Source: an optimization exercise on an open RTL-to-GDS flow (aim: small area). Production flows keep margins and buffers that such runs may drop. In this exercise RTL edits were held to simulation tests only and were not proved equivalent to the original.

==> run R <==
Design svpwm_top, start of the top module:
module svpwm_top (
    input  wire               clk,
    input  wire               rst_n,
    input  wire [31:0]        phase_step,
    input  wire signed [15:0] amplitude,
    input  wire signed [15:0] t_period_cnt,
    output wire [2:0]         sectors,
    output wire [15:0]        t1,
    output wire [15:0]        t2,
    output wire signed [15:0] va,
    output wire signed [15:0] vb,
    output wire signed [15:0] vc,
    output wire               pwm_a,
    output wire               pwm_b,
    output wire               pwm_c
);
Settings: LEC_CHECK=0, CAP_MARGIN=40, CORE_MARGIN=2, CORE_UTILIZATION=45, SLEW_MARGIN=20, SYNTH_HIERARCHICAL=1, SYNTH_MEMORY_MAX_BITS=65536; clock period 25.0 ns.
run.sh (not shown) runs the stock make flow with config.mk's settings and CLKGATE_MAP_FILE= SYNTH_SCRIPT=/design/flow/synth_recipe.tcl, a recipe that flattens the netlist after the stock synthesis.
==> inputs of run P, as changes to run R <==
--- a/flow/design.v
+++ b/flow/design.v
@@ -2701,12 +2701,59 @@
     wire so_493;
     wire so_494;
     wire so_495;
     wire so_496;
     wire so_497;
     wire [30:0] so_498;
+    wire so_499;
+    wire so_500;
+    wire so_501;
+    wire so_502;
+    wire so_503;
+    wire so_504;
+    wire so_505;
+    wire so_506;
+    wire so_507;
+    wire so_508;
+    wire so_509;
+    wire so_510;
+    wire so_511;
+    wire so_512;
+    wire so_513;
+    wire so_514;
+    wire so_515;
+    wire so_516;
+    wire so_517;
+    wire so_518;
+    wire so_519;
+    wire so_520;
+    wire so_521;
+    wire so_522;
+    wire so_523;
+    wire so_524;
+    wire so_525;
+    wire so_526;
+    wire so_527;
+    wire so_528;
+    wire so_529;
+    wire so_530;
+    wire so_531;
+    wire so_532;
+    wire so_533;
+    wire so_534;
+    wire so_535;
+    wire so_536;
+    wire so_537;
+    wire so_538;
+    wire so_539;
+    wire so_540;
+    wire so_541;
+    wire so_542;
+    wire so_543;
+    wire so_544;
+    wire so_545;
     assign so_1 = t_period_cnt[0];
     assign so_2 = t_period_cnt[1] & ~t_period_cnt[0];
     assign so_3 = t_period_cnt[2] ^ t_period_cnt[1];
     assign so_4 = (t_period_cnt[3] & ~t_period_cnt[2] & ~t_period_cnt[1]) | (~t_period_cnt[3] & t_period_cnt[2] & t_period_cnt[1]);
     assign so_5 = t_period_cnt[4] ^ t_period_cnt[3];
     assign so_6 = (t_period_cnt[5] & ~t_period_cnt[4] & ~t_period_cnt[3]) | (~t_period_cnt[5] & t_period_cnt[4] & t_period_cnt[3]);
@@ -2991,21 +3038,54 @@
     assign so_491 = so_270[15] | so_272[13];
     fa_cell u_so_492 (so_490, so_487, so_489, so_492, so_493);
     fa_cell u_so_494 (so_272[14], so_271, so_491, so_494, so_495);
     assign so_496 = ~(so_272[15] ^ so_495);
     assign so_497 = so_272[15] | so_495;
     assign so_498 = {so_273, so_496, so_493, so_492, so_485, so_484, so_473, so_472, so_457, so_456, so_437, so_436, so_413, so_412, so_385, so_384, so_370, so_356, so_344, so_332, so_322, so_312, so_304, so_296, so_290, so_284, so_280, so_276, so_274, so_258[1], so_258[0]} + {so_497, 1'b0, so_494, 1'b0, so_488, 1'b0, so_478, 1'b0, so_464, 1'b0, so_446, 1'b0, so_424, 1'b0, so_398, 1'b0, 1'b0, 1'b0, 1'b0, 1'b0, 1'b0, 1'b0, 1'b0, 1'b0, 1'b0, 1'b0, 1'b0, 1'b0, 1'b0, 1'b0, t_period_cnt[1]};
+    assign so_499 = ~cnt[0];
+    ha_cell u_so_500 (cnt[1], cnt[0], so_500, so_501);
+    ha_cell u_so_502 (cnt[2], so_501, so_502, so_503);
+    ha_cell u_so_504 (cnt[3], so_503, so_504, so_505);
+    ha_cell u_so_506 (cnt[4], so_505, so_506, so_507);
+    ha_cell u_so_508 (cnt[5], so_507, so_508, so_509);
+    ha_cell u_so_510 (cnt[6], so_509, so_510, so_511);
+    ha_cell u_so_512 (cnt[7], so_511, so_512, so_513);
+    ha_cell u_so_514 (cnt[8], so_513, so_514, so_515);
+    ha_cell u_so_516 (cnt[9], so_515, so_516, so_517);
+    ha_cell u_so_518 (cnt[10], so_517, so_518, so_519);
+    ha_cell u_so_520 (cnt[11], so_519, so_520, so_521);
+    ha_cell u_so_522 (cnt[12], so_521, so_522, so_523);
+    ha_cell u_so_524 (cnt[13], so_523, so_524, so_525);
+    ha_cell u_so_526 (cnt[14], so_525, so_526, so_527);
+    assign so_528 = cnt[15] ^ so_527;
+    assign so_529 = ~cnt[0] & t_period_cnt[0];
+    assign so_530 = ~((cnt[1] & ~t_period_cnt[1]) | (cnt[1] & ~so_529) | (~t_period_cnt[1] & ~so_529));
+    assign so_531 = ~((cnt[2] & ~t_period_cnt[2]) | (cnt[2] & ~so_530) | (~t_period_cnt[2] & ~so_530));
+    assign so_532 = ~((cnt[3] & ~t_period_cnt[3]) | (cnt[3] & ~so_531) | (~t_period_cnt[3] & ~so_531));
+    assign so_533 = ~((cnt[4] & ~t_period_cnt[4]) | (cnt[4] & ~so_532) | (~t_period_cnt[4] & ~so_532));
+    assign so_534 = ~((cnt[5] & ~t_period_cnt[5]) | (cnt[5] & ~so_533) | (~t_period_cnt[5] & ~so_533));
+    assign so_535 = ~((cnt[6] & ~t_period_cnt[6]) | (cnt[6] & ~so_534) | (~t_period_cnt[6] & ~so_534));
+    assign so_536 = ~((cnt[7] & ~t_period_cnt[7]) | (cnt[7] & ~so_535) | (~t_period_cnt[7] & ~so_535));
+    assign so_537 = ~((cnt[8] & ~t_period_cnt[8]) | (cnt[8] & ~so_536) | (~t_period_cnt[8] & ~so_536));
+    assign so_538 = ~((cnt[9] & ~t_period_cnt[9]) | (cnt[9] & ~so_537) | (~t_period_cnt[9] & ~so_537));
+    assign so_539 = ~((cnt[10] & ~t_period_cnt[10]) | (cnt[10] & ~so_538) | (~t_period_cnt[10] & ~so_538));
+    assign so_540 = ~((cnt[11] & ~t_period_cnt[11]) | (cnt[11] & ~so_539) | (~t_period_cnt[11] & ~so_539));
+    assign so_541 = ~((cnt[12] & ~t_period_cnt[12]) | (cnt[12] & ~so_540) | (~t_period_cnt[12] & ~so_540));
+    assign so_542 = ~((cnt[13] & ~t_period_cnt[13]) | (cnt[13] & ~so_541) | (~t_period_cnt[13] & ~so_541));
+    assign so_543 = ~((cnt[14] & ~t_period_cnt[14]) | (cnt[14] & ~so_542) | (~t_period_cnt[14] & ~so_542));
+    assign so_544 = ~((cnt[15] & ~t_period_cnt[15]) | (cnt[15] & ~so_543) | (~t_period_cnt[15] & ~so_543));
+    assign so_545 = ~so_544;
     wire signed [15:0] t1_cnt = so_257[30:15];
     wire signed [15:0] t2_cnt = so_498[30:15];
     wire signed [15:0] t_sum = t1_cnt + t2_cnt;
     wire signed [15:0] t_zero_period = (t_sum > t_period_cnt) ? 16'sd0 : (t_period_cnt - t_sum);
     wire [15:0] h1 = t1_cnt >> 1;
     wire [15:0] h2 = t2_cnt >> 1;
     wire [15:0] s12 = h1 + h2;
     wire [15:0] s122 = s12 + h2;
-    wire [15:0] s1122 = s122 + h1;
+    wire [15:0] s1122 = {s12[14:0], 1'b0};    
     wire [15:0] ta = t_zero_period >> 2;
     wire [15:0] z3 = ta + (t_zero_period >> 1);
     wire [15:0] tb = ta + h1;
     wire [15:0] tc = ta + s12;
     wire [15:0] td = z3 + s12;
     wire [15:0] te = z3 + s122;
@@ -3030,13 +3110,13 @@
             t1_latched <= 15'd0;
             t2_latched <= 15'd0;
             sector_latched <= 3'd1;
             seg <= 2'd0;
             {pwm_a, pwm_b, pwm_c} <= 3'b000;
         end else begin
-            cnt <= (cnt >= t_period_cnt) ? 16'd0 : cnt + 16'd1;
+            cnt <= so_545 ? 16'd0 : {so_528, so_526, so_524, so_522, so_520, so_518, so_516, so_514, so_512, so_510, so_508, so_506, so_504, so_502, so_500, so_499};
             if (cnt == 16'd0) begin
                 t1_latched <= t1_in[14:0];
                 t2_latched <= t2_in[14:0];
                 sector_latched <= sector_in;
             end
             seg <= seg_next;
==> flow/flow/run.sh (new file) <==
#!/bin/bash
# Layout flow: the standard flow, with one extra step after the floorplan
# that maps every logic cell to the smallest drive strength of its function
# (synthesis picks larger ones than the relaxed clock needs). The placement,
# clock-tree and routing steps that follow size up again wherever timing,
# slew or capacitance need it. Each step's full output goes to its own log.
set -euo pipefail
bash standard.sh synth > synth.log 2>&1
bash standard.sh floorplan > floorplan.log 2>&1
R=orfs/results/${FLOW_PLATFORM}/svpwm_top/base
openroad -no_init -exit -threads ${NUM_CORES:-4} flow/downsize.tcl > downsize.log 2>&1
bash standard.sh finish > finish.log 2>&1
==> flow/flow/downsize.tcl (new file) <==
# Swap each logic cell of the floorplan to the drive-strength variant of
# smallest area with the same function and pins. Flip-flops keep their type
# (only the drive strength changes); buffers, clock cells, tie, tap and fill
# cells are left alone.
set results "orfs/results/$::env(FLOW_PLATFORM)/svpwm_top/base"
read_db $results/2_floorplan.odb
set db [ord::get_db]
set block [ord::get_db_block]
set swapped 0
set saved 0
foreach inst [$block getInsts] {
  set master [$inst getMaster]
  set name [$master getName]
  if {![regexp {^(sky130_fd_sc_hd__[a-z0-9]+)_([0-9]+)$} $name -> base size]} { continue }
  if {[regexp {buf|clk|conb|tap|fill|decap|diode|dly} $base]} { continue }
  set best $master
  set best_area [expr {[$master getWidth] * [$master getHeight]}]
  foreach s {0 1 2} {
    if {$s >= $size} { break }
    set m [$db findMaster "${base}_$s"]
    if {$m == "NULL"} { continue }
    set a [expr {[$m getWidth] * [$m getHeight]}]
    if {$a < $best_area} { set best $m; set best_area $a }
  }
  if {$best != $master} {
    set saved [expr {$saved + [$master getWidth] * [$master getHeight] - $best_area}]
    $inst swapMaster $best
    incr swapped
  }
}
puts "downsize: swapped $swapped instances, saved [expr {$saved / 1e6}] um^2"
write_db $results/2_floorplan.odb
==> flow/standard.sh (new file) <==
#!/bin/bash
# synth_recipe.tcl (not shown) runs the flow's synth.tcl, then flattens the netlist and writes it again
# the make line also repeats each setting of config.mk as NAME=value (left out here)
make -C /OpenROAD-flow-scripts/flow DESIGN_CONFIG=/design/flow/config.mk WORK_HOME=/design/flow/orfs CLKGATE_MAP_FILE= SYNTH_SCRIPT=/design/flow/synth_recipe.tcl "${@:-finish}"
- CORE_UTILIZATION: 45 -> 60
removed: flow/run.sh
==> notes.md <==
Between run R and run P, the lower synthesized cell count is in run R (gap about 1.2%, measured against run P).
In run P the register-to-register slack is worse than in run R, by 1.4 ns.
Of run R and run P, run R has the higher die area (gap 31%, measured against run P).
Against run P, the final area of run R is larger by about 7%.
Of run R and run P, run P has the higher first-iteration DRC count (gap 28%, measured against run P).
Against run P, the maximum frequency of run R is larger by about 3.6%.
In count of clock-buffer cells in the layout, run P and run R do not differ.
==> figures <==
Result of the run: run R complete, no violations; run P complete, no violations
Mean Syn Cell Area: run R 9.35 µm²; run P 9.34 µm²
Num rows: run R 129; run P 113
Fraction of met3 tracks used by global routing: run R 3.22%; run P 6.47%
Antenna violations before repair: run R 2; run P 0
Initial Utilization: run R 45.4%; run P 60.2%
Longest individual stage delay on the worst path: run R 0.68 ns; run P 0.56 ns
Post-route standard cell area excluding fillers: run R 0.0630 mm²; run P 0.0587 mm²
Summed instance area of the synthesized netlist: run R 0.0563 mm²; run P 0.0570 mm²
Compound-gate portion of the synthesized area: run R 31.6%; run P 31.9%
Final Critical Period: run R 22.91 ns; run P 23.74 ns
Fraction of standard cell area in multi-input logic: run R 80.9%; run P 80.8%
Nets@finish: run R 7429; run P 7442
Met2 track utilization from global routing: run R 51.3%; run P 63.9%
Total placed cells including tap cells: run R 7978; run P 7639

==> afterwards: timing with drivers on the ports <==
The flow's constraints put no driver on any port. The routed layouts listed below were extracted and timed again, unchanged, in two steps.
Step 1 sets driving cells, clkbuf_16 on the clock port and buf_2 on the other inputs (assumed; they add their load-dependent delay and slew).
Step 2 moves the port delays by t, midway between the first and last clock arrival at a register: inputs arrive t later, outputs are due t later. That takes back most of the time a late clock gives input paths.
a / b / c = ideal ports / drivers / drivers and shift; a / b = the first two.
run	t (ns)	slack for setup (ns)	hold WS [ns]	clock arrival spread, ns
run R	0.547	2.092 / 2.128 / 1.581	0.360 / 0.360 / 0.360	0.024 / 0.024
run P	0.557	1.263 / 1.299 / 0.742	0.352 / 0.352 / 0.352	0.019 / 0.019
After both steps every run listed still meets setup and hold. For run P, which loses most, drivers alone change the setup slack by +0.036 ns; drivers and shift together by -0.521 ns.
